Context: an optimization exercise on an open-source flow, tuned for small area. The choices shown serve that exercise and are no tape-out recipe.
Only simulation tests tie the RTL to the original design; equivalence was not proved.

==> flow/design.v, too long to show whole: its modules and the start of the top module <==
// module rca: 17 lines
// module cordic_pipe: 68 lines
// module csa_add: 29 lines
// module cic1: 28 lines
// module cic2: 49 lines
// module nco_step: 954 lines
// module ddc_frontend: 68 lines
module ddc_frontend(
  input clock,                   
  input reset,                   
  input [31:0] frequency,        
  input signed [11:0] adc_data,  
  output out_strobe,             
  output signed [17:0] out_i,
  output signed [17:0] out_q
  );
  // ...
==> flow/flow/run.sh <==
#!/bin/bash
# Standard layout, with one netlist step between synthesis and floorplan: inverters
# around full adders are removed by flipping adders (a full adder commutes with
# complementing all its pins) and xor/xnor gates; registers are untouched.
set -euo pipefail
R=orfs/results/${FLOW_PLATFORM:-sky130hd}/ddc_frontend/base
bash standard.sh synth > synth.log 2>&1
cp "$R/1_2_yosys.v" "$R/1_2_yosys.std.v"
if python3 flow/invopt.py "$R/1_2_yosys.std.v" invopt.v > invopt.log 2>&1 &&
   python3 flow/simeq.py "$R/1_2_yosys.std.v" invopt.v > simeq.log 2>&1 &&
   grep -q ", 0 differ" simeq.log; then
  cp invopt.v "$R/1_2_yosys.v"
  echo "netlist step applied" >> invopt.log
else
  echo "netlist step skipped" >> invopt.log
fi
rm -f "$R/1_synth.odb" "$R/1_synth.sdc"
BUFFER_PORTS_ARGS="-buffer_cell sky130_fd_sc_hd__buf_1" bash standard.sh > layout.log 2>&1
==> flow/flow/invopt.py <==
#!/usr/bin/env python3
"""Removes inverters around sky130 full adders in a Yosys netlist.

A full adder commutes with complementing all its pins: FA(~a,~b,~c) = (~cout, ~sum).
Each inverter chain is collapsed to a base signal and a polarity; each full adder may be
flipped (fed the complements of its inputs, giving the complements of its outputs); a local
search picks the flips that need the fewest inverters; the netlist is written back with one
inverter per base signal and polarity that some pin needs and its driver does not give.
Usage: invopt.py IN.v OUT.v"""
import re, sys, collections

src = re.sub(r"\(\*.*?\*\)", "", open(sys.argv[1]).read())
INV = "sky130_fd_sc_hd__inv_1"
FA = "sky130_fd_sc_hd__fa_1"
OUTPINS = {"X", "Y", "Q", "Q_N", "SUM", "COUT", "HI", "LO"}

# split the module body into statements
m = re.search(r"module\s+(\S+)\s*\((.*?)\);(.*)endmodule", src, re.S)
top, ports, body = m.group(1), m.group(2), m.group(3)
stmts = [s.strip() for s in re.split(r";\s*\n", body) if s.strip()]
decls, cells, assigns = [], [], []
cell_re = re.compile(r"^(sky130_fd_sc_hd__\w+)\s+(\S+)\s*\((.*)\)$", re.S)
pin_re = re.compile(r"\.(\w+)\((.*?)\)\s*(?:,|$)", re.S)
for s in stmts:
    if s.startswith(("wire", "input", "output", "reg")):
        decls.append(s)
    elif s.startswith("assign"):
        assigns.append(s)
    else:
        mm = cell_re.match(s)
        if not mm:
            raise SystemExit("cannot parse: " + s[:200])
        pins = [(p, n.strip()) for p, n in pin_re.findall(mm.group(3))]
        cells.append([mm.group(1), mm.group(2), pins])

def norm(n):
    return re.sub(r"\s+", "", n)

# inverter collapse: net -> (base, pol)
inv_of = {}
for typ, name, pins in cells:
    if typ == INV:
        d = dict(pins)
        inv_of[norm(d["Y"])] = norm(d["A"])
def base(n):
    p = 0
    n = norm(n)
    while n in inv_of:
        n = inv_of[n]; p ^= 1
    return n, p

XORS = {"sky130_fd_sc_hd__xor2_1": "sky130_fd_sc_hd__xnor2_1", "sky130_fd_sc_hd__xnor2_1": "sky130_fd_sc_hd__xor2_1",
        "sky130_fd_sc_hd__xor2_2": "sky130_fd_sc_hd__xnor2_2", "sky130_fd_sc_hd__xnor2_2": "sky130_fd_sc_hd__xor2_2"}
fas = [c for c in cells if c[0] == FA or c[0] in XORS]
others = [c for c in cells if c[0] not in (FA, INV) and c[0] not in XORS]
OUTP = {"SUM", "COUT", "X", "Y"}
INP = {"A", "B", "CIN"}
# producers: base net -> fa index (if driven by a FA output)
prod = {}
for i, (typ, name, pins) in enumerate(fas):
    for p, n in pins:
        if p in OUTP:
            prod[norm(n)] = i
# consumers: list of (base, pol, fa index or None)
cons = collections.defaultdict(list)   # base -> list of (pol, fa or None)
isx = [c[0] in XORS for c in fas]
for i, (typ, name, pins) in enumerate(fas):
    for p, n in pins:
        if p in INP:
            b, pol = base(n)
            cons[b].append((pol, -1 if isx[i] else i))
for typ, name, pins in others:
    for p, n in pins:
        if p not in OUTPINS:
            if n.startswith("1'") or n == "":
                continue
            b, pol = base(n)
            cons[b].append((pol, None))
# nets used by assigns / ports: need their own polarity as they are
outs_needed = set()
for a in assigns:
    mm = re.match(r"assign\s+(.*?)\s*=\s*(.*)$", a, re.S)
    for side in (mm.group(2),):
        b, pol = base(side)
        cons[b].append((pol, None))
portnames = set()
for d in decls:
    if d.startswith("output"):
        nm = d.split()[-1]
        portnames.add(nm)
for pn in portnames:
    b, pol = base(pn)
    if b != norm(pn) or pol:
        cons[b].append((pol, None))

flip = [0] * len(fas)
fa_inputs = collections.defaultdict(list)
for b, lst in cons.items():
    for pol, i in lst:
        if i is not None and i >= 0:
            fa_inputs[i].append(b)
fa_outputs = collections.defaultdict(list)
for b, i in prod.items():
    fa_outputs[i].append(b)

def cost_of(b):
    q = flip[prod[b]] if b in prod else 0
    need = set()
    for pol, i in cons.get(b, []):
        if i == -1:
            continue
        need.add(pol ^ (flip[i] if i is not None else 0))
    return 1 if (1 - q) in need else 0

def local(i):
    bs = set(fa_inputs[i]) | set(fa_outputs[i])
    return sum(cost_of(b) for b in bs)

total0 = sum(cost_of(b) for b in set(cons) | set(prod))
improved = True
passes = 0
while improved and passes < 50:
    improved = False; passes += 1
    for i in range(len(fas)):
        before = local(i)
        flip[i] ^= 1
        after = local(i)
        if after < before:
            improved = True
        else:
            flip[i] ^= 1
import random, math
random.seed(1)
allb = list(set(cons) | set(prod))
cur = sum(cost_of(b) for b in allb)
best = cur; bestflip = flip[:]
T = 2.0
N = len(fas)
for it in range(400000):
    i = random.randrange(N)
    before = local(i)
    flip[i] ^= 1
    d = local(i) - before
    if d <= 0 or random.random() < math.exp(-d / T):
        cur += d
        if cur < best:
            best = cur; bestflip = flip[:]
    else:
        flip[i] ^= 1
    T = max(0.05, 2.0 * (1 - it / 350000.0))
flip[:] = bestflip
improved = True
while improved:
    improved = False
    for i in range(len(fas)):
        before = local(i)
        flip[i] ^= 1
        if local(i) < before:
            improved = True
        else:
            flip[i] ^= 1
total1 = sum(cost_of(b) for b in set(cons) | set(prod))
ninv = sum(1 for c in cells if c[0] == INV)
sys.stderr.write("inverters: %d in netlist, %d needed before, %d after, %d full adders flipped\n"
                 % (ninv, total0, total1, sum(flip)))

# rebuild: for each base b, net for polarity q (native) is b itself when not flipped;
# a flipped FA drives a fresh net carrying ~b, and b (the original name) becomes an
# inverter output if positive polarity is needed.
fresh = [0]
def newnet(hint):
    fresh[0] += 1
    return "_invopt_%d_" % fresh[0]
native = {}          # base -> (net, pol)
for b in set(cons) | set(prod):
    if b in prod and flip[prod[b]]:
        native[b] = (newnet(b), 1)
    else:
        native[b] = (b, 0)
other_net = {}       # base -> net of the other polarity
new_invs = []
def net_for(b, pol):
    n, q = native[b]
    if pol == q:
        return n
    if b not in other_net:
        if q == 1:
            o = b                      # original name carries the positive value
        else:
            o = newnet(b)
        other_net[b] = o
        new_invs.append((n, o))
    return other_net[b]
# rewrite pins
out_cells = []
for typ, name, pins in cells:
    if typ == INV:
        continue
    np_ = []
    if typ == FA:
        i = fas.index([typ, name, pins]) if False else None
    for p, n in pins:
        np_.append([p, n])
    out_cells.append([typ, name, np_])
fa_index = {id(c): k for k, c in enumerate(fas)}
fa_by_name = {c[1]: k for k, c in enumerate(fas)}
for c in out_cells:
    typ, name, pins = c
    if typ == FA:
        k = fa_by_name[name]
        for pp in pins:
            p, n = pp
            if p in ("A", "B", "CIN"):
                b, pol = base(n)
                pp[1] = net_for(b, pol ^ flip[k])
            else:
                b = norm(n)
                pp[1] = native[b][0]
    elif typ in XORS:
        k = fa_by_name[name]
        t = flip[k]
        for pp in pins:
            p, n = pp
            if p in INP:
                b, pol = base(n)
                nn, q = native[b]
                if q != pol:
                    t ^= 1
                pp[1] = nn
            else:
                pp[1] = native[norm(n)][0]
        if t:
            c[0] = XORS[typ]
            for pp in pins:
                if pp[0] in ("X", "Y"):
                    pp[0] = "Y" if "xnor" in c[0] else "X"
    else:
        for pp in pins:
            p, n = pp
            if p not in OUTPINS and not n.startswith("1'") and n != "":
                b, pol = base(n)
                pp[1] = net_for(b, pol)
new_assigns = []
for a in assigns:
    mm = re.match(r"assign\s+(.*?)\s*=\s*(.*)$", a, re.S)
    b, pol = base(mm.group(2))
    new_assigns.append("assign %s = %s" % (mm.group(1), net_for(b, pol)))
# ports driven through inverters in the original: make sure the port net exists with its value
for pn in portnames:
    b, pol = base(pn)
    if b != norm(pn) or pol:
        n = net_for(b, pol)
        if n != norm(pn):
            new_assigns.append("assign %s = %s" % (pn, n))
# drop declarations of nets that no longer exist? keep all; add new ones
newdecls = ["wire %s" % n for n in sorted(set([native[b][0] for b in native if native[b][1]] + list(other_net.values()))) if n.startswith("_invopt_")]
o = ["module %s(%s);" % (top, ports)]
for d in decls + newdecls:
    o.append("  " + d + ";")
k = 0
for a, y in new_invs:
    k += 1
    o.append("  %s _invopt_inv_%d_ (.A(%s), .Y(%s));" % (INV, k, a, y))
for typ, name, pins in out_cells:
    o.append("  %s %s (%s);" % (typ, name, ", ".join(".%s(%s)" % (p, n) for p, n in pins)))
for a in new_assigns:
    o.append("  " + a + ";")
o.append("endmodule")
text = "\n".join(o) + "\n"
text = re.sub(r"(\\[^\s,;()]+)", r"\1 ", text)
open(sys.argv[2], "w").write(text)
sys.stderr.write("wrote %d inverters\n" % len(new_invs))
if len(sys.argv) > 3:  # category report
    cat = collections.Counter()
    for b in set(cons) | set(prod):
        if cost_of(b):
            drv = ("FA" if not isx[prod[b]] else "X") if b in prod else "other"
            kinds = collections.Counter()
            for pol, i in cons.get(b, []):
                if i is None: kinds["other"] += 1
                elif i >= 0: kinds["FA"] += 1
            cat[(drv, tuple(sorted(kinds)))] += 1
    for k, v in cat.most_common(): sys.stderr.write("%d %s\n" % (v, k))
==> flow/flow/simeq.py <==
#!/usr/bin/env python3
"""Random-vector combinational equivalence of two sky130 netlists with the same flops/ports:
flop outputs and inputs are free variables, flop D/DE pins and outputs are compared."""
import re, sys, random, collections
LIB = "/OpenROAD-flow-scripts/flow/platforms/sky130hd/lib/sky130_fd_sc_hd__tt_025C_1v80.lib"
lib = open(LIB).read()
funcs = {}
for blk in re.split(r"\n\s*cell\s*\(", lib)[1:]:
    name = re.match(r'\s*"?(\w+)"?', blk).group(1)
    f = {}
    for pm in re.finditer(r'pin\s*\(\s*"?(\w+)"?\s*\)\s*\{(.*?)\n\s{8}\}', blk, re.S):
        fm = re.search(r'function\s*:\s*"([^"]*)"', pm.group(2))
        dm = re.search(r'direction\s*:\s*"?(\w+)', pm.group(2))
        if fm and dm and dm.group(1) == "output":
            f[pm.group(1)] = fm.group(1)
    funcs[name] = f
def pyexpr(e):
    e = e.replace("!", "~").replace("*", "&").replace("+", "|").replace("^", "^")
    e = re.sub(r"\b([A-Z][A-Z0-9_]*)\b", r"v['\1']", e)
    return e
def load(fn):
    src = re.sub(r"\(\*.*?\*\)", "", open(fn).read())
    body = re.search(r"module\s+\S+\s*\(.*?\);(.*)endmodule", src, re.S).group(1)
    cells, assigns = [], []
    for s in re.split(r";\s*\n", body):
        s = s.strip()
        if not s or s.startswith(("wire", "input", "output", "reg")):
            continue
        if s.startswith("assign"):
            m = re.match(r"assign\s+(.*?)\s*=\s*(.*)$", s, re.S)
            assigns.append((re.sub(r"\s+", "", m.group(1)), re.sub(r"\s+", "", m.group(2))))
            continue
        m = re.match(r"^(sky130_fd_sc_hd__\w+)\s+(\S+)\s*\((.*)\)$", s, re.S)
        pins = {p: re.sub(r"\s+", "", n) for p, n in re.findall(r"\.(\w+)\((.*?)\)\s*(?:,|$)", m.group(3), re.S)}
        cells.append((m.group(1), m.group(2), pins))
    return cells, assigns
SEQ = ("df", "edf", "sdf", "dlx", "dlclkp", "sdlclkp")
def is_seq(t):
    t = t.replace("sky130_fd_sc_hd__", "")
    return t.startswith(SEQ)
def evaluate(cells, assigns, free, W):
    val = dict(free)
    val["1'b0"] = 0; val["1'b1"] = (1 << W) - 1
    drv = {}
    for c in cells:
        if is_seq(c[0]):
            continue
        for p, n in c[2].items():
            if p in funcs[c[0]]:
                drv[n] = (c, p)
    for a, b in assigns:
        drv[a] = ("assign", b)
    mask = (1 << W) - 1
    sys.setrecursionlimit(100000)
    def get(n):
        if n in val:
            return val[n]
        if n not in drv:
            raise KeyError(n)
        c, p = drv[n]
        if c == "assign":
            r = get(p)
        else:
            v = {q: get(m) for q, m in c[2].items() if q not in funcs[c[0]]}
            r = eval(pyexpr(funcs[c[0]][p])) & mask
        val[n] = r
        return r
    return get
def main():
    A = load(sys.argv[1]); B = load(sys.argv[2])
    W = 256
    random.seed(5)
    # free: all flop Q outputs and primary inputs (any net not driven in A)
    drivenA = set()
    for c in A[0]:
        if not is_seq(c[0]):
            for p, n in c[2].items():
                if p in funcs[c[0]]:
                    drivenA.add(n)
    for a, b in A[1]:
        drivenA.add(a)
    free = {}
    checks = []
    for c in A[0]:
        if is_seq(c[0]):
            for p, n in c[2].items():
                if p in ("Q", "Q_N"):
                    free[n] = random.getrandbits(W)
                elif p != "CLK":
                    checks.append(n)
    allnets = set()
    for c in A[0]:
        for p, n in c[2].items():
            allnets.add(n)
    for n in allnets:
        if n not in drivenA and n not in free and not n.startswith("1'"):
            free[n] = random.getrandbits(W)
    outs = [a for a, b in A[1]]
    for c in A[0]:
        pass
    ga = evaluate(A[0], A[1], free, W); gb = evaluate(B[0], B[1], free, W)
    # outputs: port nets = nets named like out_* plus flop inputs
    ports = re.findall(r"output\s+(?:\[\d+:\d+\]\s*)?(\w+)", open(sys.argv[1]).read())
    for n in list(allnets):
        if any(n == p or n.startswith(p + "[") for p in ports):
            checks.append(n)
    bad = 0
    seqB = {c[1]: c for c in B[0] if is_seq(c[0])}
    pairs = []
    for c in A[0]:
        if is_seq(c[0]):
            cb = seqB[c[1]]
            assert cb[0] == c[0]
            for p, n in c[2].items():
                if p not in ("Q", "Q_N", "CLK"):
                    pairs.append((n, cb[2][p]))
    for n in allnets:
        if any(n == p or n.startswith(p + "[") for p in ports):
            pairs.append((n, n))
    for a, b in A[1]:
        pairs.append((a, a))
    for na, nb in pairs:
        if na.startswith("1'") and nb == na:
            continue
        if ga(na) != gb(nb):
            bad += 1
            if bad < 5: print("DIFF", na, nb)
    print("checked", len(pairs), "pins,", bad, "differ")
main()
==> flow/standard.sh <==
#!/bin/bash
# synth_recipe.tcl (not shown) runs the flow's synth.tcl, then flattens the netlist and writes it again
# the make line also repeats each setting of config.mk as NAME=value (left out here)
make -C /OpenROAD-flow-scripts/flow DESIGN_CONFIG=/design/flow/config.mk WORK_HOME=/design/flow/orfs CLKGATE_MAP_FILE= SYNTH_SCRIPT=/design/flow/synth_recipe.tcl "${@:-finish}"
==> flow/config.mk <==
export PLATFORM = sky130hd
export DESIGN_NAME = ddc_frontend
export DESIGN_NICKNAME = ddc_frontend
export VERILOG_FILES = /design/flow/design.v
export SDC_FILE = /design/flow/constraint.sdc
export NUM_CORES = 4
export LEC_CHECK = 0
export CAP_MARGIN = 20
export CORE_MARGIN = 2
export CORE_UTILIZATION = 40
export CTS_BUF_LIST = sky130_fd_sc_hd__clkbuf_8
export CTS_CLUSTER_DIAMETER = 60
export CTS_CLUSTER_SIZE = 16
export SLEW_MARGIN = 20
==> flow/constraint.sdc <==
create_clock -name core_clock -period 16.0 [get_ports {clock}]
set_input_delay 3.2000 -clock core_clock [delete_from_list [all_inputs] [get_ports {clock}]]
set_output_delay 3.2000 -clock core_clock [all_outputs]
set_load 0.01 [all_outputs]
==> impl_metrics.csv, run 1 <==
group,metric,value,unit
detailed_routing,vias,31700,
placement,dp.cells,6891,
clocking,cts.sinks,1463,
critical_path,cp_common_cell,"fa_1",
sta,rsz0062_at_grt,"no",
sta,maxSlewHeadroom,33.4,%
finish,largest_reg_flops,350,
finish,numSequentialCells,1463,
finish,layout.comb_gates.multi_input,2743,
sta,setup_viol,0,
run,max_cap_violations,0,
run_status,outcome,"finished clean",
critical_path,worstSetupPathType,"flip-flop to flip-flop",
sta,worst_hold_slack,0.296,ns
critical_path,slowest_delay,0.74,ns
detailed_routing,routedWlPerCell,16.1,µm
grt,overflow,0,
finish,fillCellCount,15300,
detailed_routing,drt_iter0_markers,1427,
finish,nets,6226,
detailed_routing,wl_met3,3940,µm
synthesis,synth_nets,6054,
min_path,holdPathEnd,"cic2_iq.cr[96]",
grt,grt_first_pass_wirelength,192000,µm
sta,fin_crit,15.22,ns
finish,final_common_cell,"dfxtp_1",
critical_path,cp-endpoint,"rx_cordic.stages[6].r.xr[17]",
finish,multiInputGateArea,35900,µm²
finish,sh_seq_area,42.0,%
==> inputs of run 2 (changes only) <==
--- a/flow/flow/run.sh
+++ b/flow/flow/run.sh
@@ -16,3 +16,3 @@
 fi
 rm -f "$R/1_synth.odb" "$R/1_synth.sdc"
-BUFFER_PORTS_ARGS="-buffer_cell sky130_fd_sc_hd__buf_1" bash standard.sh > layout.log 2>&1
+bash standard.sh > layout.log 2>&1
==> impl_metrics.csv, run 2 <==
group,metric,value,unit
floorplan,die_w,417,µm
run_status,outcome,"finished clean",
placement,post-place-ws,0.648,ns
detailed_routing,antenna_left,0,
detailed_routing,drt_pass1_iterations,5,
sta,setup_slack,0.758,ns
min_path,hold_path_class,"flip-flop to flip-flop",
finish,layout_common_cells,"dfxtp_1, fa_1, inv_1",
critical_path,path_max_fanout,24,
critical_path,worstSetupPathType,"flip-flop to flip-flop",
critical_path,worst-endpoint-arrival,15.99,ns
grt,grt_max_degree,52,
floorplan,die_y,417,µm
sta,setup_viol,0,
synthesis,netlist_area,68400,µm²
critical_path,critPathSlowestCell,"xor2_1",
critical_path,cp_common_cell,"fa_1",
critical_path,startpoint_type,"flip-flop",
sta,final.setup.tns,0,ns
finish,design_area,74400,µm²
clocking,clock_latency,0.89,ns
placement,place_area,72200,µm²
finish,drive_gt1_share,6.02,%
detailed_routing,drt_iter0_markers,1326,
grt,gr-usage-all-layers,13.8,%
grt,overflow,0,
synthesis,yosys_warnings,4,
floorplan,rows,151,
sta,slew_violations,0,
run,max_cap_violations,0,
synthesis,avgSynthCellArea,14.8,µm²
clocking,numCtsBuffers,114,
detailed_routing,avgViaCountPerCell,4.47,
critical_path,cp.buffers_inverters,1,
floorplan,start_util,40.3,%
detailed_routing,drc,0,
sta,rsz0062_at_grt,"no",
sta,hold_violations,0,
placement,io_buffers,82,
critical_path,crit_family,"adder cells",
finish,stdcell_count,7056,
finish,max_flop_register,"cic2_iq.ir",
grt,grt_first_pass_wirelength,191000,µm
clocking,cts_tree,"yes",
finish,final_common_cell,"dfxtp_1",
clocking,root_buffer,"clkbuf_8",
critical_path,cp.required,16.75,ns
finish,largest_reg_flops,350,
finish,fillCellCount,15200,
floorplan,die-area,174000,µm²
placement,dp.cells,6874,
placement,place_hpwl,89800,µm
sta,fin_crit,15.24,ns
grt,antenna_found_initial,2,
sta,min_period_over_period,95.3,%
floorplan,core_area,170000,µm²
sta,maxSlewHeadroom,30.5,%
sta,max_slew.worst_pin.slew,1.04,ns
sta,max_freq,65.6,MHz
detailed_routing,routedWlPerCell,16.2,µm
floorplan,io_pins,83,
finish,reg_top3,"cic2_iq.ir x350, cic2_iq.cr x280, cic2_iq.orr x180",
clocking,cts.sinks,1463,
placement,gp_congestion,0.845,
clocking,post_cts.repair.setup_buffers,0,
clocking,post_cts_resized,0,
critical_path,slowest_delay,0.79,ns
clocking,h-tree-depth,3,
detailed_routing,wl,114000,µm
clocking,cts_buffer_depth,3,
finish,syn2layout_area_growth,8.86,%
synthesis,synth_nets,6054,
critical_path,end_kind,"flip-flop",
grt,grt_pass1_vias,35600,
finish,nets,6209,
clocking,clk_pin_slew_worst_paths,0.10,ns
detailed_routing,vias,31600,
sta,skew,0.0491,ns
synthesis,syn_inst,4617,
clocking,cts_hold_buf,0,
-- run 2: area by class of cell --
| cell class | instances | area, µm² | area share [%] |
|---|---|---|---|
| clock buffers | 118 | 1620 | 2.18 |
| diodes | 2 | 5.00 | 0.00673 |
| well taps | 2218 | 2780 | 3.73 |
| clock inverters | 62 | 591 | 0.794 |
| repair buffers | 136 | 1220 | 1.64 |
| flip-flops and latches | 1463 | 31100 | 41.8 |
| inverters | 314 | 1180 | 1.59 |
| multi-input cells | 2743 | 35900 | 48.2 |
-- run 2: final timing paths --
kind,from,to,slack [ns],cells after the start
setup / recovery,rx_cordic.stages[3].r.zr[11],rx_cordic.stages[6].r.xr[17],0.76,35
hold / removal,cic2_iq.orr[47],cic2_iq.orr[29],0.30,0
setup reg to reg,rx_cordic.stages[3].r.zr[11],rx_cordic.stages[6].r.xr[17],0.76,35
hold reg to reg,cic2_iq.orr[47],cic2_iq.orr[29],0.30,0
-- run 2: per-stage QoR --
stage	hold WS (ns)	utilization, %
6_report	0.295	43.9
5_1_grt	0.273	43.9
4_1_cts	0.282	43.8
3_5_place_dp	0.312	42.5
3_3_place_gp	0.309	42.5
2_1_floorplan	0.310	-
-- run 2: routing by layer --
metal	vias to the layer above	share of wire (%)	track usage, %
met3	156	3.6	2.42
met2	321	47	22.4
li1	14900	-	-
met5	-	0	0
met1	16200	47	19.3
met4	0	2.2	3.46
==> inputs of run 3 (changes only) <==
--- a/flow/flow/run.sh
+++ b/flow/flow/run.sh
@@ -16,3 +16,3 @@
 fi
 rm -f "$R/1_synth.odb" "$R/1_synth.sdc"
-bash standard.sh > layout.log 2>&1
+BUFFER_PORTS_ARGS="-buffer_cell sky130_fd_sc_hd__buf_1" bash standard.sh > layout.log 2>&1
--- a/flow/flow/invopt.py
+++ b/flow/flow/invopt.py
@@ -65,4 +65,12 @@
 cons = collections.defaultdict(list)   # base -> list of (pol, fa or None)
 isx = [c[0] in XORS for c in fas]
+HA = "sky130_fd_sc_hd__ha_1"
+has = [c for c in cells if c[0] == HA]
+ha_sum, ha_cout = {}, {}
+for j, (typ, name, pins) in enumerate(has):
+    d = dict(pins)
+    ha_sum[norm(d["SUM"])] = j
+    ha_cout[norm(d["COUT"])] = j
+hsplit = [0] * len(has)
 for i, (typ, name, pins) in enumerate(fas):
     for p, n in pins:
@@ -106,4 +114,6 @@
 def cost_of(b):
     q = flip[prod[b]] if b in prod else 0
+    if b in ha_cout:
+        q = hsplit[ha_cout[b]]
     need = set()
     for pol, i in cons.get(b, []):
@@ -111,4 +121,6 @@
             continue
         need.add(pol ^ (flip[i] if i is not None else 0))
+    if b in ha_sum and hsplit[ha_sum[b]]:
+        return 1 if len(need) == 2 else 0
     return 1 if (1 - q) in need else 0
 
@@ -160,8 +172,27 @@
         else:
             flip[i] ^= 1
+for rnd in range(3):
+    for j, (typ, name, pins) in enumerate(has):
+        d = dict(pins)
+        bs = [norm(d["SUM"]), norm(d["COUT"])]
+        before = sum(cost_of(b) for b in bs)
+        hsplit[j] ^= 1
+        if sum(cost_of(b) for b in bs) < before:
+            continue
+        hsplit[j] ^= 1
+    improved = True
+    while improved:
+        improved = False
+        for i in range(len(fas)):
+            before = local(i)
+            flip[i] ^= 1
+            if local(i) < before:
+                improved = True
+            else:
+                flip[i] ^= 1
 total1 = sum(cost_of(b) for b in set(cons) | set(prod))
 ninv = sum(1 for c in cells if c[0] == INV)
-sys.stderr.write("inverters: %d in netlist, %d needed before, %d after, %d full adders flipped\n"
-                 % (ninv, total0, total1, sum(flip)))
+sys.stderr.write("inverters: %d in netlist, %d needed before, %d after, %d full adders flipped, %d half adders split\n"
+                 % (ninv, total0, total1, sum(flip), sum(hsplit)))
 
 # rebuild: for each base b, net for polarity q (native) is b itself when not flipped;
@@ -172,8 +203,19 @@
     fresh[0] += 1
     return "_invopt_%d_" % fresh[0]
+def need_of(b):
+    need = set()
+    for pol, i in cons.get(b, []):
+        if i == -1:
+            continue
+        need.add(pol ^ (flip[i] if i is not None else 0))
+    return need
 native = {}          # base -> (net, pol)
-for b in set(cons) | set(prod):
+for b in set(cons) | set(prod) | set(ha_sum) | set(ha_cout):
     if b in prod and flip[prod[b]]:
         native[b] = (newnet(b), 1)
+    elif b in ha_cout and hsplit[ha_cout[b]]:
+        native[b] = (newnet(b), 1)
+    elif b in ha_sum and hsplit[ha_sum[b]] and need_of(b) == {1}:
+        native[b] = (newnet(b), 1)
     else:
         native[b] = (b, 0)
@@ -241,4 +283,6 @@
                 b, pol = base(n)
                 pp[1] = net_for(b, pol)
+            elif typ == HA and p in ("SUM", "COUT"):
+                pp[1] = native[norm(n)][0]
 new_assigns = []
 for a in assigns:
@@ -262,4 +306,18 @@
     k += 1
     o.append("  %s _invopt_inv_%d_ (.A(%s), .Y(%s));" % (INV, k, a, y))
+split_cells = []
+for c in out_cells:
+    typ, name, pins = c
+    if typ == HA:
+        d = dict((p, n) for p, n in pins)
+        j = ha_cout.get(norm(dict(has[[h[1] for h in has].index(name)][2])["COUT"]))
+        if hsplit[j]:
+            sb = norm(dict(has[j][2])["SUM"])
+            xt = "sky130_fd_sc_hd__xnor2_1" if native[sb][1] else "sky130_fd_sc_hd__xor2_1"
+            xp = "Y" if "xnor" in xt else "X"
+            split_cells.append((xt, "_invopt_hx_%d_" % j, [("A", d["A"]), ("B", d["B"]), (xp, d["SUM"])]))
+            split_cells.append(("sky130_fd_sc_hd__nand2_1", "_invopt_hn_%d_" % j, [("A", d["A"]), ("B", d["B"]), ("Y", d["COUT"])]))
+            c[0] = None
+out_cells = [c for c in out_cells if c[0] is not None] + split_cells
 for typ, name, pins in out_cells:
     o.append("  %s %s (%s);" % (typ, name, ", ".join(".%s(%s)" % (p, n) for p, n in pins)))
@@ -271,5 +329,5 @@
 open(sys.argv[2], "w").write(text)
 sys.stderr.write("wrote %d inverters\n" % len(new_invs))
-if len(sys.argv) > 3:  # category report
+if len(sys.argv) > 3:
     cat = collections.Counter()
     for b in set(cons) | set(prod):
--- a/flow/config.mk
+++ b/flow/config.mk
@@ -12,3 +12,4 @@
 export CTS_CLUSTER_DIAMETER = 60
 export CTS_CLUSTER_SIZE = 16
+export GPL_TIMING_DRIVEN = 0
 export SLEW_MARGIN = 20
==> impl_metrics.csv, run 3 <==
group,metric,value,unit
placement,io_buffers,81,
run_status,outcome,"finished clean",
clocking,clk_pin_slew_worst_paths,0.09,ns
detailed_routing,routedWlPerCell,16.8,µm
clocking,numCtsBuffers,115,
detailed_routing,avgViaCountPerCell,4.52,
placement,place_hpwl,96100,µm
grt,grt_max_degree,85,
sta,slew_violations,0,
detailed_routing,drt_iter0_markers,1495,
sta,hold_violations,0,
critical_path,cp_common_cell,"fa_1",
finish,layout_common_cells,"dfxtp_1, fa_1, inv_1",
synthesis,netlist_area,68200,µm²
finish,fin_util,43.7,%
synthesis,avgSynthCellArea,14.8,µm²
synthesis,synth_nets,6007,
finish,reg_top3,"cic2_iq.ir x350, cic2_iq.cr x280, cic2_iq.orr x180",
sta,setup_viol,0,
grt,grt_first_pass_wirelength,196000,µm
finish,nets,6227,
critical_path,crit_path_start,"rx_cordic.stages[3].r.zr[11]",
synthesis,yosys_warnings,4,
finish,max_flop_register,"cic2_iq.ir",
clocking,cts.sinks,1463,
floorplan,die_y,417,µm
sta,max_slew.worst_pin.slew,1.07,ns
detailed_routing,drc,0,
critical_path,r2r_start,"rx_cordic.stages[3].r.zr[11]",
grt,antenna_found_initial,3,
detailed_routing,antenna_left,0,
sta,fin_crit,15.41,ns
critical_path,critPathSlowestCell,"fa_1",
sta,max_freq,64.9,MHz
finish,final_common_cell,"dfxtp_1",
floorplan,die-area,174000,µm²
clocking,root_buffer,"clkbuf_8",
grt,overflow,0,
floorplan,io_pins,83,
sta,maxSlewHeadroom,29.0,%
floorplan,rows,151,
floorplan,start_util,40.3,%
finish,drive_gt1_share,5.88,%
clocking,h-tree-depth,3,
finish,fillCellCount,15300,
critical_path,path_max_fanout,10,
run,max_cap_violations,0,
critical_path,cp.required,16.68,ns
critical_path,worstSetupPathType,"flip-flop to flip-flop",
min_path,hold_path_class,"flip-flop to flip-flop",
detailed_routing,vias,32100,
detailed_routing,wl,119000,µm
grt,gr-usage-all-layers,14.4,%
finish,syn2layout_area_growth,8.57,%
floorplan,core_area,169000,µm²
synthesis,syn_inst,4598,
detailed_routing,drt_pass1_iterations,5,
placement,gp_congestion,0.865,
clocking,clock_latency,0.87,ns
critical_path,end_kind,"flip-flop",
finish,multiInputGateArea,35900,µm²
clocking,cts_buffer_depth,3,
sta,setup_slack,0.593,ns
critical_path,slowest_delay,0.66,ns
min_path,min_from,"cic2_iq.orr[126]",
placement,post-place-ws,-2.42,ns
critical_path,worst-endpoint-arrival,16.09,ns
clocking,cts_tree,"yes",
sta,min_period_over_period,96.3,%
finish,ff_latch_area,31100,µm²
sta,skew,0.0804,ns
floorplan,die_w,417,µm
finish,largest_reg_flops,350,
sta,worst_hold_slack,0.284,ns
critical_path,startpoint_type,"flip-flop",
grt,grt_pass1_vias,36100,
[run 3: final timing paths]
path | slack (ns) | endpoint | cells after the start
min | 0.28 | cic2_iq.orr[108] | 0
max reg2reg | 0.59 | rx_cordic.stages[6].r.xr[17] | 37
max | 0.59 | rx_cordic.stages[6].r.xr[17] | 37
min reg2reg | 0.28 | cic2_iq.orr[108] | 0
[run 3: final cells by class]
cell class | instances | share of cell area, %
multi-input cells | 2762 | 48.5
flip-flops and latches | 1463 | 42.0
well taps | 2218 | 3.75
clock buffers | 122 | 2.27
inverters | 276 | 1.42
repair buffers | 103 | 0.749
clock inverters | 58 | 0.698
plain buffers | 97 | 0.595
diodes | 2 | 0.00676
[run 3: timing repair]
item	4_1_cts	5_1_grt
endpoints found under the setup margin	19	11
pin swaps	1	4
buffers inserted	1	8
gates resized for setup	22	28
hold buffers	0	0
[run 3: stage by stage]
step	instance area, µm²	TNS, ns	cells
floorplan	68200	0	4598
global placement	71200	-26.54	6897
detailed placement	71600	-20.20	6910
CTS	73900	0	7091
global route	74000	-0.0521	7101
finish	74000	0	7101
[run 3: worst max-delay path: cells and delay by family (launching register included)]
kind,cells,cell delay (ns)
flops,1,0.47
buf+inv,1,0.34
xor+xnor,4,0.57
fa+ha+maj,32,13.90
[run 3: layer usage]
| metal | GRT usage, % | routed length (µm) |
|---|---|---|
| met1 | 19.8 | 54800 |
| met2 | 23.6 | 56400 |
| met3 | 2.76 | 5170 |
| met4 | 3.62 | 2760 |
| met5 | 0 | 0 |
==> inputs of run 4 (changes only) <==
--- a/flow/config.mk
+++ b/flow/config.mk
@@ -8,8 +8,7 @@
 export CAP_MARGIN = 20
 export CORE_MARGIN = 2
-export CORE_UTILIZATION = 40
+export CORE_UTILIZATION = 60
 export CTS_BUF_LIST = sky130_fd_sc_hd__clkbuf_8
 export CTS_CLUSTER_DIAMETER = 60
 export CTS_CLUSTER_SIZE = 16
-export GPL_TIMING_DRIVEN = 0
 export SLEW_MARGIN = 20
==> impl_metrics.csv, run 4 <==
group,metric,value,unit
clocking,post_cts_resized,0,
placement,place_hpwl,88100,µm
run,max_cap_violations,0,
synthesis,avgSynthCellArea,14.8,µm²
finish,max_flop_register,"cic2_iq.ir",
finish,final_common_cell,"dfxtp_1",
detailed_routing,drc,0,
finish,layout_common_cells,"dfxtp_1, fa_1, inv_1",
placement,gp_congestion,0.854,
detailed_routing,avgViaCountPerCell,5.01,
finish,largest_reg_flops,350,
clocking,cts_hold_buf,0,
floorplan,io_pins,83,
detailed_routing,wl,113000,µm
floorplan,die_y,341,µm
clocking,numCtsBuffers,119,
critical_path,slowest_delay,0.79,ns
critical_path,cp.required,16.71,ns
clocking,cts.sinks,1463,
sta,min_period_over_period,95.2,%
detailed_routing,vias,31800,
critical_path,startpoint_type,"flip-flop",
sta,skew,0.0705,ns
placement,io_buffers,82,
clocking,h-tree-depth,3,
clocking,root_buffer,"clkbuf_8",
critical_path,critPathSlowestCell,"xor2_1",
run_status,outcome,"finished clean",
sta,maxSlewHeadroom,29.3,%
detailed_routing,drt_iter0_markers,1400,
finish,reg_top3,"cic2_iq.ir x350, cic2_iq.cr x280, cic2_iq.orr x180",
floorplan,die_w,341,µm
grt,antenna_found_initial,2,
critical_path,path_max_fanout,26,
sta,final.setup.tns,0,ns
synthesis,yosys_warnings,4,
critical_path,cp_common_cell,"fa_1",
grt,grt_max_degree,66,
sta,setup_viol,0,
finish,nets,6181,
grt,grt_first_pass_wirelength,190000,µm
clocking,post_cts.repair.setup_buffers,0,
sta,hold_violations,0,
critical_path,worst-endpoint-arrival,15.94,ns
floorplan,start_util,60.5,%
floorplan,rows,123,
synthesis,synth_nets,6007,
clocking,clk_pin_slew_worst_paths,0.10,ns
grt,gr-usage-all-layers,20.9,%
floorplan,core_area,113000,µm²
detailed_routing,drt_pass1_iterations,5,
placement,dp.cells,6150,
sta,max_slew.worst_pin.slew,1.06,ns
sta,fin_crit,15.23,ns
grt,overflow,0,
sta,max_freq,65.6,MHz
clocking,clock_latency,0.85,ns
synthesis,syn_inst,4598,
synthesis,netlist_area,68200,µm²
finish,stdcell_count,6344,
detailed_routing,routedWlPerCell,17.8,µm
finish,design_area,73100,µm²
critical_path,worstSetupPathType,"flip-flop to flip-flop",
finish,drive_gt1_share,6.57,%
grt,grt_pass1_vias,35700,
sta,slew_violations,0,
clocking,cts_tree,"yes",
detailed_routing,antenna_left,0,
clocking,cts_buffer_depth,3,
min_path,hold_path_class,"flip-flop to flip-flop",
sta,rsz0062_at_grt,"no",
floorplan,die-area,116000,µm²
finish,syn2layout_area_growth,7.23,%
critical_path,end_kind,"flip-flop",
placement,place_area,70700,µm²
## run 4: cell count changes in the layout (fill, tap and decap cells not counted), sizes merged
cell    delta
buf       +20
bufinv     +2
clkbuf    -67
clkinv     +7
diode      -1
## run 4: layout make-up
cell class	count	area [µm²]
clock inverter	67	658
inverter	276	1040
antenna	1	2.50
clock buffer	125	1720
multi-input combinational	2762	35800
fill	8372	39600
timing repair buffer	150	823
sequential	1463	31100
tap	1500	1880
## run 4: worst max-delay path: cells and delay by family, from the launching register on
kind	cells	cell delay, ns
buffers and inverters	1	0.42
flip-flops	1	0.45
adder cells (fa/ha/maj)	30	12.93
XOR/XNOR	4	1.30
## run 4: through the flow
step | util [%] | setup WS (ns) | hold WS [ns]
final | 64.9 | 0.767 | 0.308
after global routing | 64.9 | 0.182 | 0.307
after CTS | 64.8 | 0.713 | 0.296
after detailed placement | 62.7 | 0.708 | 0.312
after global placement | 62.7 | 0.814 | 0.310
after floorplan | - | 0.417 | 0.310
## run 4: worst paths after layout
kind	from	end	slack, ns	depth (start not counted)
max	rx_cordic.stages[3].r.zr[11]	rx_cordic.stages[6].r.xr[17]	0.77	35
min	cic2_iq.ir[296]	cic2_iq.ir[261]	0.31	0
max reg2reg	rx_cordic.stages[3].r.zr[11]	rx_cordic.stages[6].r.xr[17]	0.77	35
min reg2reg	cic2_iq.ir[296]	cic2_iq.ir[261]	0.31	0
## run 4: per-layer routing
metal  track usage, %  routed length, µm  vias to the layer above
li1                 -                  -                    14900
met1             29.4              51500                    16300
met2             34.5              55000                      407
met3             3.33               3960                      140
met4             5.01               2470                        0
met5                0                  0                        -
==> inputs of run 5 (changes only) <==
--- a/flow/config.mk
+++ b/flow/config.mk
@@ -8,5 +8,5 @@
 export CAP_MARGIN = 20
 export CORE_MARGIN = 2
-export CORE_UTILIZATION = 60
+export CORE_UTILIZATION = 40
 export CTS_BUF_LIST = sky130_fd_sc_hd__clkbuf_8
 export CTS_CLUSTER_DIAMETER = 60
==> impl_metrics.csv, run 5 <==
group,metric,value,unit
clocking,clock_latency,0.88,ns
clocking,post_cts.repair.setup_buffers,0,
finish,layout_common_cells,"dfxtp_1, fa_1, inv_1",
synthesis,avgSynthCellArea,14.8,µm²
critical_path,cp_common_cell,"fa_1",
critical_path,path_max_fanout,24,
clocking,h-tree-depth,3,
grt,overflow,0,
run_status,outcome,"finished clean",
detailed_routing,wl_met2,54000,µm
critical_path,reg2reg_setup_slack,0.78,ns
sta,maxSlewHeadroom,29.4,%
finish,largest_reg_flops,350,
sta,fin_crit,15.22,ns
critical_path,cp.buffers_inverters,1,
detailed_routing,wl_met1,53000,µm
clocking,cts.sinks,1463,
grt,gr-usage-all-layers,13.8,%
clocking,clk_pin_slew_worst_paths,0.10,ns
placement,place_hpwl,88800,µm
clocking,root_buffer,"clkbuf_8",
finish,drive_gt1_share,6.37,%
critical_path,startpoint_type,"flip-flop",
synthesis,yosys_warnings,4,
grt,grt_pass1_vias,35700,
finish,stdcell_count,7055,
finish,fillCellCount,15300,
synthesis,syn_inst,4598,
placement,gp_congestion,0.843,
sta,max_freq,65.7,MHz
min_path,hold_path_class,"flip-flop to flip-flop",
sta,hold_violations,0,
run,max_cap_violations,0,
detailed_routing,wl_met3,3990,µm
synthesis,netlist_area,68200,µm²
critical_path,crit_family,"adder cells",
detailed_routing,antenna_left,0,
placement,post-place-ws,0.710,ns
floorplan,io_pins,83,
detailed_routing,wl,113000,µm
critical_path,cp.required,16.72,ns
finish,final_common_cell,"dfxtp_1",
finish,nets,6177,
placement,io_buffers,82,
detailed_routing,routedWlPerCell,16.1,µm
sta,max_slew.worst_pin.slew,1.06,ns
floorplan,die_y,417,µm
floorplan,die-area,174000,µm²
floorplan,die_w,417,µm
sta,rsz0062_at_grt,"no",
clocking,cts_buffer_depth,3,
finish,max_flop_register,"cic2_iq.ir",
sta,final.setup.tns,0,ns
sta,setup_slack,0.783,ns
critical_path,critPathSlowestCell,"xor2_1",
finish,syn2layout_area_growth,8.34,%
clocking,numCtsBuffers,116,
detailed_routing,drt_iter0_markers,1278,
critical_path,end_kind,"flip-flop",
placement,dp.cells,6868,
floorplan,core_area,169000,µm²
critical_path,slowest_delay,0.82,ns
detailed_routing,top_layer_used,"met4",
clocking,cts_hold_buf,0,
sta,setup_viol,0,
floorplan,rows,151,
critical_path,worst-endpoint-arrival,15.93,ns
grt,antenna_found_initial,2,
synthesis,synth_nets,6007,
grt,grt_max_degree,54,
grt,grt_first_pass_wirelength,191000,µm
finish,reg_top3,"cic2_iq.ir x350, cic2_iq.cr x280, cic2_iq.orr x180",
sta,slew_violations,0,
clocking,post_cts_resized,0,
clocking,cts_tree,"yes",
detailed_routing,drt_pass1_iterations,8,
detailed_routing,vias,31700,
critical_path,worstSetupPathType,"flip-flop to flip-flop",
detailed_routing,avgViaCountPerCell,4.49,
detailed_routing,drc,0,
sta,worst_hold_slack,0.306,ns
sta,min_period_over_period,95.1,%
sta,skew,0.0505,ns
floorplan,start_util,40.3,%
run 5: worst reg2reg max path: cells and delay by family (launching register included):
| family | cells | cell delay, ns |
|---|---|---|
| buf+inv | 1 | 0.41 |
| flops | 1 | 0.49 |
| xor+xnor | 4 | 1.33 |
| fa+ha+maj | 30 | 12.88 |
run 5: through the flow:
stage / instance area (µm²) / util [%]
CTS: 73800 / 43.6
global placement: 71600 / 42.3
finish: 73800 / 43.6
detailed placement: 71600 / 42.3
floorplan: 68200 / -
global route: 73800 / 43.6
run 5: per-layer routing:
layer,up-vias,track usage [%]
met3,162,2.32
met2,380,22.8
met4,0,3.14
met5,-,0
met1,16200,19.1
li1,14900,-
run 5: path summary, 6_finish.rpt:
| kind | start | end | depth (start not counted) |
|---|---|---|---|
| setup / recovery | rx_cordic.stages[3].r.zr[11] | rx_cordic.stages[6].r.xr[17] | 35 |
| hold / removal | cic2_iq.ir[121] | cic2_iq.ir[86] | 0 |
| setup reg to reg | rx_cordic.stages[3].r.zr[11] | rx_cordic.stages[6].r.xr[17] | 35 |
| hold reg to reg | cic2_iq.ir[121] | cic2_iq.ir[86] | 0 |
run 5: final cells by class:
class / count / area [µm²] / area share (%)
diodes: 4 / 10.0 / 0.0136
clock buffers: 120 / 1650 / 2.24
clock inverters: 63 / 593 / 0.803
inverters: 276 / 1040 / 1.41
multi-input cells: 2762 / 35800 / 48.5
flip-flops and latches: 1463 / 31100 / 42.1
well taps: 2218 / 2780 / 3.76
repair buffers: 149 / 812 / 1.10
==> inputs of run 6 (changes only) <==
--- a/flow/config.mk
+++ b/flow/config.mk
@@ -11,4 +11,4 @@
 export CTS_BUF_LIST = sky130_fd_sc_hd__clkbuf_8
 export CTS_CLUSTER_DIAMETER = 60
-export CTS_CLUSTER_SIZE = 16
+export CTS_CLUSTER_SIZE = 18
 export SLEW_MARGIN = 20
==> impl_metrics.csv, run 6 <==
group,metric,value,unit
synthesis,yosys_warnings,4,
sta,max_slew.worst_pin.slew,0.998,ns
detailed_routing,antenna_left,0,
grt,grt_pass1_vias,35800,
finish,drive_gt1_share,6.44,%
detailed_routing,routedWlPerCell,15.9,µm
detailed_routing,drt_pass1_iterations,5,
finish,syn2layout_area_growth,8.40,%
grt,overflow,0,
critical_path,slowest_delay,0.69,ns
synthesis,synth_nets,6007,
critical_path,critPathSlowestCell,"xor2_1",
placement,place_area,71600,µm²
finish,design_area,73900,µm²
floorplan,die_w,417,µm
sta,final.setup.tns,0,ns
critical_path,startpoint_type,"flip-flop",
finish,layout_common_cells,"dfxtp_1, fa_1, inv_1",
sta,min_period_over_period,94.8,%
placement,place_hpwl,88400,µm
finish,reg_top3,"cic2_iq.ir x350, cic2_iq.cr x280, cic2_iq.orr x180",
finish,nets,6171,
clocking,clk_pin_slew_worst_paths,0.10,ns
clocking,clock_latency,0.85,ns
grt,grt_first_pass_wirelength,190000,µm
floorplan,die-area,174000,µm²
floorplan,core_area,169000,µm²
detailed_routing,drt_iter0_markers,1362,
critical_path,worst-endpoint-arrival,15.88,ns
critical_path,end_kind,"flip-flop",
critical_path,cp.required,16.71,ns
synthesis,syn_inst,4598,
synthesis,netlist_area,68200,µm²
clocking,post_cts.repair.setup_buffers,0,
clocking,numCtsBuffers,110,
critical_path,reg2reg_setup_slack,0.84,ns
critical_path,cp_common_cell,"fa_1",
sta,setup_viol,0,
critical_path,worstSetupPathType,"flip-flop to flip-flop",
run,max_cap_violations,0,
sta,worst_hold_slack,0.308,ns
finish,largest_reg_flops,350,
sta,skew,0.0529,ns
sta,slew_violations,0,
sta,rsz0062_at_grt,"no",
detailed_routing,drc,0,
clocking,cts_hold_buf,0,
grt,gr-usage-all-layers,13.7,%
finish,max_flop_register,"cic2_iq.ir",
clocking,root_buffer,"clkbuf_8",
finish,fillCellCount,15300,
sta,hold_violations,0,
floorplan,start_util,40.3,%
sta,max_freq,66.0,MHz
min_path,hold_path_class,"flip-flop to flip-flop",
critical_path,path_max_fanout,25,
sta,fin_crit,15.16,ns
floorplan,io_pins,83,
grt,grt_max_degree,58,
clocking,cts.sinks,1463,
finish,final_common_cell,"dfxtp_1",
run_status,outcome,"finished clean",
detailed_routing,avgViaCountPerCell,4.49,
detailed_routing,vias,31700,
clocking,cts_tree,"yes",
clocking,cts_buffer_depth,3,
detailed_routing,wl,112000,µm
placement,gp_congestion,0.853,
clocking,post_cts_resized,0,
floorplan,die_y,417,µm
synthesis,avgSynthCellArea,14.8,µm²
sta,maxSlewHeadroom,33.1,%
placement,io_buffers,82,
floorplan,rows,151,
clocking,h-tree-depth,3,
grt,antenna_found_initial,2,
run 6: cell types whose count changed in the layout (fill, tap and decap cells not counted), sizes merged:
cell	delta
inv	+8
clkinvlp	-5
clkbuf	-3
clkinv	-3
bufinv	+1
run 6: per-layer routing:
layer	track usage, %	vias up	wire [µm]
li1	-	14900	-
met1	19.0	16200	52600
met2	22.2	365	53100
met3	2.45	162	4090
met4	3.30	0	2390
met5	0	-	0
run 6: critical path: cells and delay by family (launching register included):
family	cells	cell delay (ns)
adder cells (fa/ha/maj)	31	13.02
XOR/XNOR	4	1.17
flip-flops	1	0.49
buffers and inverters	1	0.40
run 6: path summary, 6_finish.rpt:
path                                start                           end  cells after the start
max          rx_cordic.stages[3].r.zr[11]  rx_cordic.stages[6].r.yr[17]                     36
max reg2reg  rx_cordic.stages[3].r.zr[11]  rx_cordic.stages[6].r.yr[17]                     36
min                       cic2_iq.orr[64]               cic2_iq.orr[46]                      0
min reg2reg               cic2_iq.orr[64]               cic2_iq.orr[46]                      0
run 6: per-stage QoR:
step                utilization [%]  instances  setup WS [ns]
global route                   43.6       7053          0.158
global placement               42.3       6868          0.794
floorplan                         -       4598          0.417
detailed placement             42.3       6868          0.756
CTS                            43.6       7049          0.745
finish                         43.6       7053          0.838
run 6: layout make-up:
cell class / instances / area (µm²) / share of cell area (%)
antenna: 4 / 10.0 / 0.0135
tap: 2218 / 2780 / 3.76
timing repair buffer: 149 / 812 / 1.10
clock inverter: 64 / 656 / 0.887
multi-input combinational: 2762 / 35900 / 48.5
sequential: 1463 / 31100 / 42.1
clock buffer: 117 / 1610 / 2.18
inverter: 276 / 1040 / 1.41
==> inputs of run 7 (changes only) <==
--- a/flow/flow/run.sh
+++ b/flow/flow/run.sh
@@ -16,3 +16,7 @@
 fi
 rm -f "$R/1_synth.odb" "$R/1_synth.sdc"
-BUFFER_PORTS_ARGS="-buffer_cell sky130_fd_sc_hd__buf_1" bash standard.sh > layout.log 2>&1
+# ports buffered with the smallest buffer; the clock tree built as the standard flow
+# builds it from config.mk's settings, without dummy loads
+export BUFFER_PORTS_ARGS="-buffer_cell sky130_fd_sc_hd__buf_1"
+export CTS_ARGS="-sink_clustering_enable -repair_clock_nets -sink_clustering_size 16 -sink_clustering_max_diameter 60 -buf_list sky130_fd_sc_hd__clkbuf_8 -dont_use_dummy_load"
+bash standard.sh > layout.log 2>&1
--- a/flow/config.mk
+++ b/flow/config.mk
@@ -6,9 +6,9 @@
 export NUM_CORES = 4
 export LEC_CHECK = 0
-export CAP_MARGIN = 20
+export CAP_MARGIN = 0
 export CORE_MARGIN = 2
 export CORE_UTILIZATION = 40
 export CTS_BUF_LIST = sky130_fd_sc_hd__clkbuf_8
 export CTS_CLUSTER_DIAMETER = 60
-export CTS_CLUSTER_SIZE = 18
-export SLEW_MARGIN = 20
+export CTS_CLUSTER_SIZE = 16
+export SLEW_MARGIN = 0
==> impl_metrics.csv, run 7 <==
group,metric,value,unit
sta,skew,0.108,ns
finish,fillCellCount,15300,
critical_path,r2r_start,"rx_cordic.stages[3].r.zr[11]",
critical_path,crit_path_start,"rx_cordic.stages[3].r.zr[11]",
detailed_routing,wl,112000,µm
critical_path,critPathSlowestCell,"xor2_1",
clocking,post_cts_resized,0,
detailed_routing,drt_pass1_iterations,5,
grt,grt_first_pass_wirelength,189000,µm
critical_path,cp.required,16.61,ns
floorplan,rows,151,
synthesis,synth_nets,6007,
synthesis,syn_inst,4598,
placement,io_buffers,82,
sta,final.setup.tns,0,ns
finish,max_flop_register,"cic2_iq.ir",
detailed_routing,antenna_left,0,
critical_path,end_kind,"flip-flop",
clocking,numCtsBuffers,113,
min_path,hold_path_class,"flip-flop to flip-flop",
clocking,cts_hold_buf,0,
grt,grt_max_degree,60,
floorplan,die_w,417,µm
sta,rsz0062_at_grt,"no",
finish,syn2layout_area_growth,7.29,%
critical_path,cp.buffers_inverters,1,
critical_path,cp_common_cell,"fa_1",
synthesis,avgSynthCellArea,14.8,µm²
sta,setup_viol,0,
finish,ff_latch_area,31100,µm²
grt,gr-usage-all-layers,13.7,%
detailed_routing,drc,0,
min_path,hold_depth,0,
critical_path,cp.depth,35,
run_status,outcome,"finished clean",
clocking,h-tree-depth,3,
clocking,clock_latency,0.87,ns
critical_path,worstSetupPathType,"flip-flop to flip-flop",
finish,multiInputGateArea,35800,µm²
grt,antenna_found_initial,4,
finish,reg_top3,"cic2_iq.ir x350, cic2_iq.cr x280, cic2_iq.orr x180",
clocking,clk_pin_slew_worst_paths,0.09,ns
sta,max_slew.worst_pin.slew,1.27,ns
clocking,root_buffer,"clkbuf_8",
finish,layout_common_cells,"dfxtp_1, fa_1, inv_1",
run,max_cap_violations,0,
critical_path,reg2reg_depth,35,
detailed_routing,avgViaCountPerCell,4.51,
finish,drive_gt1_share,5.52,%
detailed_routing,routedWlPerCell,16.1,µm
finish,fin_util,43.2,%
critical_path,crit_family,"adder cells",
sta,fin_crit,15.20,ns
floorplan,io_pins,83,
floorplan,die-area,174000,µm²
floorplan,core_area,169000,µm²
sta,hold_violations,0,
critical_path,path_max_fanout,26,
sta,min_period_over_period,95.0,%
placement,post-place-ws,0.720,ns
placement,gp_congestion,0.842,
critical_path,cp-endpoint,"rx_cordic.stages[6].r.xr[17]",
finish,nets,6175,
sta,maxSlewHeadroom,15.1,%
critical_path,startpoint_type,"flip-flop",
finish,stdcell_count,6984,
clocking,cts_tree,"yes",
critical_path,worst_r2r_endpoint,"rx_cordic.stages[6].r.xr[17]",
detailed_routing,drt_iter0_markers,1276,
floorplan,die_y,417,µm
grt,overflow,0,
finish,final_common_cell,"dfxtp_1",
placement,place_hpwl,88500,µm
synthesis,netlist_area,68200,µm²
clocking,post_cts.repair.setup_buffers,0,
finish,largest_reg_flops,350,
clocking,cts_buffer_depth,3,
placement,dp.cells,6869,
detailed_routing,vias,31500,
clocking,cts.sinks,1463,
floorplan,start_util,40.3,%
sta,slew_violations,0,
synthesis,yosys_warnings,4,
sta,setup_slack,0.800,ns
grt,grt_pass1_vias,35400,
sta,max_freq,65.8,MHz
critical_path,worst-endpoint-arrival,15.81,ns
critical_path,reg2reg_setup_slack,0.80,ns
critical_path,slowest_delay,0.77,ns
-- run 7: cell types whose count changed in the layout (fill, tap and decap cells not counted), sizes merged --
cell	before	now
inv	323	275
diode	4	2
buf	148	149
bufinv	5	0
clkbuf	118	114
clkinv	12	1
-- run 7: metal layers --
layer  GRT usage, %  routed length (µm)  up-vias  share of wire, %
met5              0                  21        -             0.019
met4           3.40                2550        4               2.3
met3           2.37                3820      158               3.4
met2           21.9               52400      363                47
met1           19.3               53600    16100                48
li1               -                   -    14800                 -
-- run 7: how the worst min path moves through the flow --
stage               startpoint         endpoint
2_1_floorplan   cic2_iq.cr[35]    cic2_iq.cr[0]
3_3_place_gp   cic2_iq.cr[262]  cic2_iq.cr[227]
3_5_place_dp    cic2_iq.cr[61]   cic2_iq.cr[26]
4_1_cts        cic2_iq.cr[271]  cic2_iq.cr[236]
5_1_grt        cic2_iq.orr[89]  cic2_iq.orr[71]
6_report       cic2_iq.orr[89]  cic2_iq.orr[71]
-- run 7: worst register-to-register path: cells and delay by family, from the launching register on --
| family | cells | cell delay [ns] |
|---|---|---|
| buffers and inverters | 1 | 0.43 |
| adders and majority gates | 30 | 12.89 |
| xor gates and xnor gates | 4 | 1.26 |
| DFF | 1 | 0.47 |
-- run 7: layout make-up --
cell class | instances | share of cell area [%]
Antenna cell | 2 | 0.00684
Clock buffer | 113 | 2.13
Timing Repair Buffer | 150 | 1.12
Sequential cell | 1463 | 42.5
Inverter | 276 | 1.42
Tap cell | 2218 | 3.80
Multi-Input combinational cell | 2762 | 49.0
-- run 7: metrics by stage --
stage	hold WS, ns	cell area (µm²)
after floorplan	0.310	68200
after global placement	0.310	71600
after detailed placement	0.312	71600
after CTS	0.251	73100
after global routing	0.254	73100
final	0.256	73100
==> inputs of run 8 (changes only) <==
--- a/flow/config.mk
+++ b/flow/config.mk
@@ -6,5 +6,5 @@
 export NUM_CORES = 4
 export LEC_CHECK = 0
-export CAP_MARGIN = 0
+export CAP_MARGIN = 20
 export CORE_MARGIN = 2
 export CORE_UTILIZATION = 40
@@ -12,3 +12,3 @@
 export CTS_CLUSTER_DIAMETER = 60
 export CTS_CLUSTER_SIZE = 16
-export SLEW_MARGIN = 0
+export SLEW_MARGIN = 20
==> impl_metrics.csv, run 8 <==
group,metric,value,unit
critical_path,worst-endpoint-arrival,15.93,ns
finish,nets,6177,
critical_path,critPathSlowestCell,"xor2_1",
floorplan,start_util,40.3,%
synthesis,syn_inst,4598,
clocking,post_cts_resized,0,
finish,fillCellCount,15300,
placement,io_buffers,82,
run_status,outcome,"finished clean",
detailed_routing,drt_pass1_iterations,5,
synthesis,avgSynthCellArea,14.8,µm²
clocking,clock_latency,0.86,ns
clocking,root_buffer,"clkbuf_8",
sta,fin_crit,15.29,ns
finish,max_flop_register,"cic2_iq.ir",
floorplan,io_pins,83,
finish,final_common_cell,"dfxtp_1",
sta,rsz0062_at_grt,"no",
clocking,clk_pin_slew_worst_paths,0.10,ns
critical_path,path_max_fanout,24,
detailed_routing,avgViaCountPerCell,4.51,
sta,max_slew.worst_pin.slew,1.01,ns
critical_path,end_kind,"flip-flop",
sta,max_freq,65.4,MHz
floorplan,core_area,169000,µm²
clocking,cts_tree,"yes",
detailed_routing,drt_iter0_markers,1189,
critical_path,cp_common_cell,"fa_1",
sta,min_period_over_period,95.6,%
min_path,hold_path_class,"flip-flop to flip-flop",
placement,place_area,71600,µm²
placement,place_hpwl,88300,µm
detailed_routing,routedWlPerCell,16.0,µm
clocking,numCtsBuffers,115,
sta,slew_violations,0,
grt,overflow,0,
finish,layout_common_cells,"dfxtp_1, fa_1, inv_1",
run,max_cap_violations,0,
floorplan,rows,151,
sta,final.setup.tns,0,ns
finish,largest_reg_flops,350,
critical_path,worstSetupPathType,"flip-flop to flip-flop",
finish,drive_gt1_share,5.58,%
critical_path,cp.required,16.64,ns
sta,maxSlewHeadroom,32.8,%
finish,syn2layout_area_growth,7.37,%
synthesis,netlist_area,68200,µm²
synthesis,synth_nets,6007,
detailed_routing,antenna_left,0,
floorplan,die_w,417,µm
synthesis,yosys_warnings,4,
clocking,h-tree-depth,3,
clocking,cts_hold_buf,0,
clocking,cts_buffer_depth,3,
grt,antenna_found_initial,2,
clocking,post_cts.repair.setup_buffers,0,
critical_path,startpoint_type,"flip-flop",
detailed_routing,wl,112000,µm
sta,hold_violations,0,
finish,fin_util,43.2,%
finish,reg_top3,"cic2_iq.ir x350, cic2_iq.cr x280, cic2_iq.orr x180",
grt,gr-usage-all-layers,13.7,%
detailed_routing,drc,0,
finish,design_area,73200,µm²
detailed_routing,vias,31500,
placement,gp_congestion,0.835,
sta,setup_viol,0,
floorplan,die_y,417,µm
clocking,cts.sinks,1463,
grt,grt_max_degree,58,
critical_path,slowest_delay,0.82,ns
floorplan,die-area,174000,µm²
sta,skew,0.115,ns
grt,grt_pass1_vias,35600,
grt,grt_first_pass_wirelength,190000,µm
-- run 8: cell type report --
cell class | instances | area [µm²] | share of cell area (%)
antenna | 3 | 7.51 | 0.0103
clock buffer | 115 | 1580 | 2.16
inverter | 276 | 1040 | 1.42
multi-input combinational | 2762 | 35800 | 49.0
sequential | 1463 | 31100 | 42.5
tap | 2218 | 2780 | 3.79
timing repair buffer | 150 | 823 | 1.13
-- run 8: critical path: cells and delay by family (launching register included) --
| kind | cells | cell delay [ns] |
|---|---|---|
| adder cells (fa/ha/maj) | 30 | 12.98 |
| buffers and inverters | 1 | 0.41 |
| flip-flops | 1 | 0.49 |
| XOR/XNOR | 4 | 1.34 |
-- run 8: path summary, 6_finish.rpt --
path,start,endpoint,slack [ns],depth (start not counted)
worst max-delay path,rx_cordic.stages[3].r.zr[11],rx_cordic.stages[6].r.xr[17],0.71,35
worst min register to register,cic2_iq.ir[96],cic2_iq.ir[61],0.25,0
worst max register to register,rx_cordic.stages[3].r.zr[11],rx_cordic.stages[6].r.xr[17],0.71,35
worst min-delay path,cic2_iq.ir[96],cic2_iq.ir[61],0.25,0
-- run 8: per-layer routing --
metal	wire length (µm)	up-vias	track usage, %
li1	-	14900	-
met4	2060	0	2.90
met5	0	-	0
met2	53400	372	22.7
met1	52300	16100	19.0
met3	4090	140	2.34
-- run 8: stage by stage --
stage	hold slack, ns	instances	setup slack [ns]
6_report	0.252	6987	0.707
5_1_grt	0.252	6986	0.0891
4_1_cts	0.232	6983	0.591
3_5_place_dp	0.312	6868	0.564
3_3_place_gp	0.310	6868	0.745
2_1_floorplan	0.310	4598	0.417

static timing again, ports no longer ideal:
The results above use ideal ports. As a check the final layouts listed here were re-extracted and re-timed, cells and wires unchanged.
Step 1: set_driving_cell puts a clkbuf_16 on clock and a buf_2 on each other input, an assumption about the parent block.
Step 2 times the ports against the registers' clock, not the clock port: input delays grow and output delays shrink by t, the midpoint of the rising clock arrivals with the driver on.
Slacks: no drivers / after step 1 / after step 2; pairs: no drivers / after step 1.
run | t, ns | setup WS [ns] | pins driven straight from the clock port
run 1 | 0.910 | 0.782 / 0.782 / 0.782 | 1
run 2 | 0.940 | 0.758 / 0.758 / 0.758 | 1
run 3 | 0.904 | 0.593 / 0.593 / 0.593 | 1
run 4 | 0.883 | 0.767 / 0.767 / 0.767 | 1
run 5 | 0.922 | 0.783 / 0.783 / 0.783 | 1
run 6 | 0.906 | 0.838 / 0.838 / 0.838 | 1
run 7 | 0.869 | 0.800 / 0.800 / 0.800 | 1
run 8 | 0.856 | 0.707 / 0.707 / 0.707 | 1
After both steps every run listed still meets setup and hold.
